This design comes from an exercise in tuning for small area, a short achievable clock period and few clock cycles on the open sky130 flow, not from production work. Function was checked by simulation only, so behaviour that the tests miss may differ from the original. Power is estimated from default activity; no workload was simulated.

run a:
## riscv32i
module riscv32i (
    input  wire         clk,
    input  wire [31:0]  GPIO0_R0_CH1,    
    input  wire [31:0]  GPIO0_R0_CH2,    
    input  wire [31:0]  GPIO0_R1_CH1,    
    input  wire [31:0]  GPIO0_R1_CH2,    
    output wire         STOP_sim,
    output wire         data_mem_enb,
    output wire [3:0]   data_mem_web,
    output wire [31:0]  data_mem_addrb,
    output wire [31:0]  data_mem_dinb,
    input  wire [31:0]  data_mem_doutb,
    output wire         ins_mem_enb,
    output wire [31:0]  ins_mem_addrb,
    input  wire [31:0]  ins_mem_doutb
);
    reg  [1:0] ctl_prev;
    reg        rst_p, start_p, run;
    always @(posedge clk) begin
        ctl_prev <= GPIO0_R0_CH1[1:0];
        rst_p    <= GPIO0_R0_CH1[1] & ~ctl_prev[1];
        start_p  <= GPIO0_R0_CH1[0] & ~ctl_prev[0];
    end
    wire reset = rst_p;
    always @(posedge clk)
        if (reset)        run <= 1'b0;
        else if (start_p) run <= 1'b1;
    wire go = run | start_p;
    reg  [31:0] pc_f;            
    reg  [31:0] pc_d;            
    reg         d_valid;
    reg         x_valid;
    reg  [31:0] x_a, x_b, x_t, x_c2;
    reg  [31:0] noff;            
    reg  [4:0]  x_sh;            
    reg         xa_m1, xa_m2, xb_m1, xb_m2;    
    reg  [4:0]  x_rd;
    reg         x_we;            
    reg  [2:0]  x_f3;
    reg         x_sub, x_arith, x_uset, x_link, x_br, x_pred, x_jalr, x_ld, x_st;
    reg  [31:0] m1_res;
    reg  [4:0]  m1_rd;
    reg         m1_we, m1_ld;
    reg  [2:0]  m1_f3;
    reg  [31:0] m2_res;
    reg  [4:0]  m2_rd;
    reg         m2_we, m2_ld;
    reg  [2:0]  m2_f3;
    reg  [1:0]  m2_al;
    reg         dm_en;
    reg  [3:0]  dm_we;
    reg  [31:0] dm_addr, dm_din;
    reg  [31:0] rf [1:31];
    reg  [31:0] rfv;
    wire [31:0] m2_wdata;
    wire [31:0] ins = ins_mem_doutb;
    wire [6:0]  op  = ins[6:0];
    wire [4:0]  rd  = ins[11:7];
    wire [2:0]  f3  = ins[14:12];
    wire [4:0]  rs1 = ins[19:15];
    wire [4:0]  rs2 = ins[24:20];
    wire op_lui   = (op == 7'b0110111);
    wire op_auipc = (op == 7'b0010111);
    wire op_jal   = (op == 7'b1101111);
    wire op_jalr  = (op == 7'b1100111);
    wire op_br    = (op == 7'b1100011);
    wire op_ld    = (op == 7'b0000011);
    wire op_st    = (op == 7'b0100011);
    wire op_alur  = (op == 7'b0110011);
    wire [31:0] imm_i = {{20{ins[31]}}, ins[31:20]};
  ...
Size: ~6700 cells after synthesis, ~1400 flip-flops, roughly 74000 µm² of cells after synthesis.
Settings: LEC_CHECK=0, CAP_MARGIN=20, CORE_MARGIN=2, CORE_UTILIZATION=50, PLACE_DENSITY=0.65, SLEW_MARGIN=20; clock period 10.0 ns.
standard.sh (not shown) runs the stock make flow with config.mk's settings and CLKGATE_MAP_FILE= SYNTH_SCRIPT=/design/flow/synth_recipe.tcl, a recipe that flattens the netlist after the stock synthesis.
==> flow/flow/run.sh <==
#!/bin/bash
# Standard ORFS layout (the standard.sh), with these changes:
#  - port buffers are sky130_fd_sc_hd__buf_4 instead of the default delay-cell buffers
#  - the resizer may swap cells across footprints (MATCH_CELL_FOOTPRINT=0)
#  - setup repair aims for a margin of SETUP_SLACK_MARGIN below the design's period
set -euo pipefail
bash standard.sh \
  "BUFFER_PORTS_ARGS=-buffer_cell sky130_fd_sc_hd__buf_4" \
  MATCH_CELL_FOOTPRINT=0 \
  SETUP_SLACK_MARGIN=5.5 \
  finish > make_finish.log 2>&1
Run a finished all stages; the layout is clean.
Testbench counts of run a, summed over its fixed seeds: cycles 32,556.
Changes in run b relative to run a:
- an added SETUP_SLACK_MARGIN of 5
==> flow/run.sh (new file) <==
#!/bin/bash
# synth_recipe.tcl (not shown) runs the flow's synth.tcl, then flattens the netlist and writes it again
# the make line also repeats each setting of config.mk as NAME=value (left out here)
make -C /OpenROAD-flow-scripts/flow DESIGN_CONFIG=/design/flow/config.mk WORK_HOME=/design/flow/orfs CLKGATE_MAP_FILE= SYNTH_SCRIPT=/design/flow/synth_recipe.tcl finish
removed: flow/flow/run.sh
removed: flow/standard.sh
==> comparison <==
On final cell area excluding filler cells, run b tracks run a almost exactly. Run a has lower required time at the worst-slack endpoint than run b. Per the comparison of run b with run a, time the final worst path needs with I/O delays and setup now larger, portion of the layout cell area used by clock cells comparable, cell count along the critical path now smaller. Diff run a -> run b | part of the total power dissipated in the clock network | increase of 0.4 points. The run with more routed wire is run a, not run b. On sum of buffers and inverters on the critical path: run b sits below run a. Re count of clock buffers in the final design: run b is 9 down on run a. For run a, the critical path start-end classification was register to register, unlike run b, where it was input port to register. As far as hold-fix buffer count after cts is concerned, run a and run b perform about the same. Diff run b..run a | total die area | negligible.

* * *

Setup of the previous run:
Another version of the RTL of riscv32i (not shown whole).
Size in the first run: roughly 6900 cells after synthesis, about 1500 flip-flops, about 300 I/O pins, roughly 0.075 mm^2 of cells after synthesis.
Settings: LEC_CHECK=0, CAP_MARGIN=20, CORE_MARGIN=2, CORE_UTILIZATION=40, PLACE_DENSITY=0.6, SLEW_MARGIN=20; clock period 10.0 ns.
==> flow/flow/run.sh <==
#!/bin/bash
# Standard ORFS layout (the standard.sh), with these changes:
#  - port buffers are sky130_fd_sc_hd__buf_4 instead of the default delay-cell buffers
#  - the resizer may swap cells across footprints (MATCH_CELL_FOOTPRINT=0)
#  - setup repair aims for a margin of SETUP_SLACK_MARGIN below the design's period
set -euo pipefail
bash standard.sh \
  "BUFFER_PORTS_ARGS=-buffer_cell sky130_fd_sc_hd__buf_4" \
  MATCH_CELL_FOOTPRINT=0 \
  SETUP_SLACK_MARGIN=5.5 \
  finish > make_finish.log 2>&1
Testbench counts of the previous run, summed over its fixed seeds: cycles 32,556.
### the previous run -> the current run
- CTS_CLUSTER_SIZE: unset -> 26
- CORE_UTILIZATION: 40 -> 45
- PLACE_DENSITY: 0.6 -> 0.65
- CTS_CLUSTER_DIAMETER: unset -> 85
Findings:
The current run did not stop at any stage, and its layout met the timing, DRC and antenna checks. Going from the previous run to the current run, number of DRC markers after the initial detailed-route iteration higher; total via count in the routed design now larger; setup slack after layout decreased 0.069 ns. Of the two values seen for capture point of the critical path, x_a[20]$_DFF_P_ was produced by the previous run and x_a[19]$_DFF_P_ by the current run. Any difference in sum of routed wire length over all layers between the current run and the previous run is small enough to ignore.

* * *

riscv32i again, from the RTL that the note above started with.
clock: 10.0 ns
lec_check: 0
cap_margin: 20
core_margin: 2
core_utilization: 40
cts_cluster_diameter: 80
cts_cluster_size: 24
place_density: 0.6
slew_margin: 20
==> flow/flow/run.sh <==
#!/bin/bash
# Standard ORFS layout (the standard.sh), with these changes:
#  - port buffers are sky130_fd_sc_hd__buf_4 instead of the default delay-cell buffers
#  - the resizer may swap cells across footprints (MATCH_CELL_FOOTPRINT=0)
#  - setup repair aims for a margin of SETUP_SLACK_MARGIN below the design's period
set -euo pipefail
bash standard.sh \
  "BUFFER_PORTS_ARGS=-buffer_cell sky130_fd_sc_hd__buf_4" \
  MATCH_CELL_FOOTPRINT=0 \
  SETUP_SLACK_MARGIN=6.5 \
  finish > make_finish.log 2>&1
Testbench counts at the start, summed over its fixed seeds: cycles 32,556.
Rerun with:
--- a/flow/flow/run.sh
+++ b/flow/flow/run.sh
@@ -9,3 +9,3 @@
   MATCH_CELL_FOOTPRINT=0 \
-  SETUP_SLACK_MARGIN=6.5 \
+  SETUP_SLACK_MARGIN=5.5 \
   finish > make_finish.log 2>&1
What happened:
- The changed run finished clean
- count of clock-buffer cells in the layout went up by 12
- register-to-register slack got worse by 0.36 ns
- core utilization went down by 8.3 points
- clock skew went down by 0.015 ns
- synthesized area does not change
- routed wire length went down by 12%
- hold slack barely changes
- first-iteration DRC count went down by 25%

port drivers added, routing unchanged:
The results above use ideal ports. As a check the final layouts listed here were re-extracted and re-timed, cells and wires unchanged. Step 1 assumes that a clkbuf_16 drives the clock port and a buf_2 every other input. Step 2 adds t to the input delays and takes it off the output delays; t is the mean of the earliest and latest rising clock arrival at the registers after step 1. Input paths then give back, and output paths get back, about the clock's delay inside the block. Slacks: no drivers / after step 1 / after step 2; pairs: no drivers / after step 1.
run	t, ns	slack for setup (ns)	clock arrival spread, ns	slew at the worst register clock pin (ns)	pins driven straight from the clock port
run a	0.883	4.902 / 4.902 / 4.305	0.078 / 0.078	0.07 / 0.07	1
run b	0.867	4.776 / 4.778 / 3.969	0.071 / 0.071	0.07 / 0.07	1
the previous run	0.910	5.330 / 5.377 / 4.467	0.092 / 0.093	0.07 / 0.07	1
the current run	0.856	5.260 / 5.331 / 4.476	0.103 / 0.103	0.11 / 0.11	1
the first run of note 3	0.915	5.759 / 5.541 / 4.625	0.114 / 0.113	0.11 / 0.11	1
the second run of note 3	0.887	5.395 / 5.418 / 4.563	0.087 / 0.087	0.10 / 0.10	1
After both steps setup and hold are still met in every run listed. The setup slack of the first run of note 3, which loses most, moves by -0.218 ns with the drivers and by -1.134 ns with both steps.
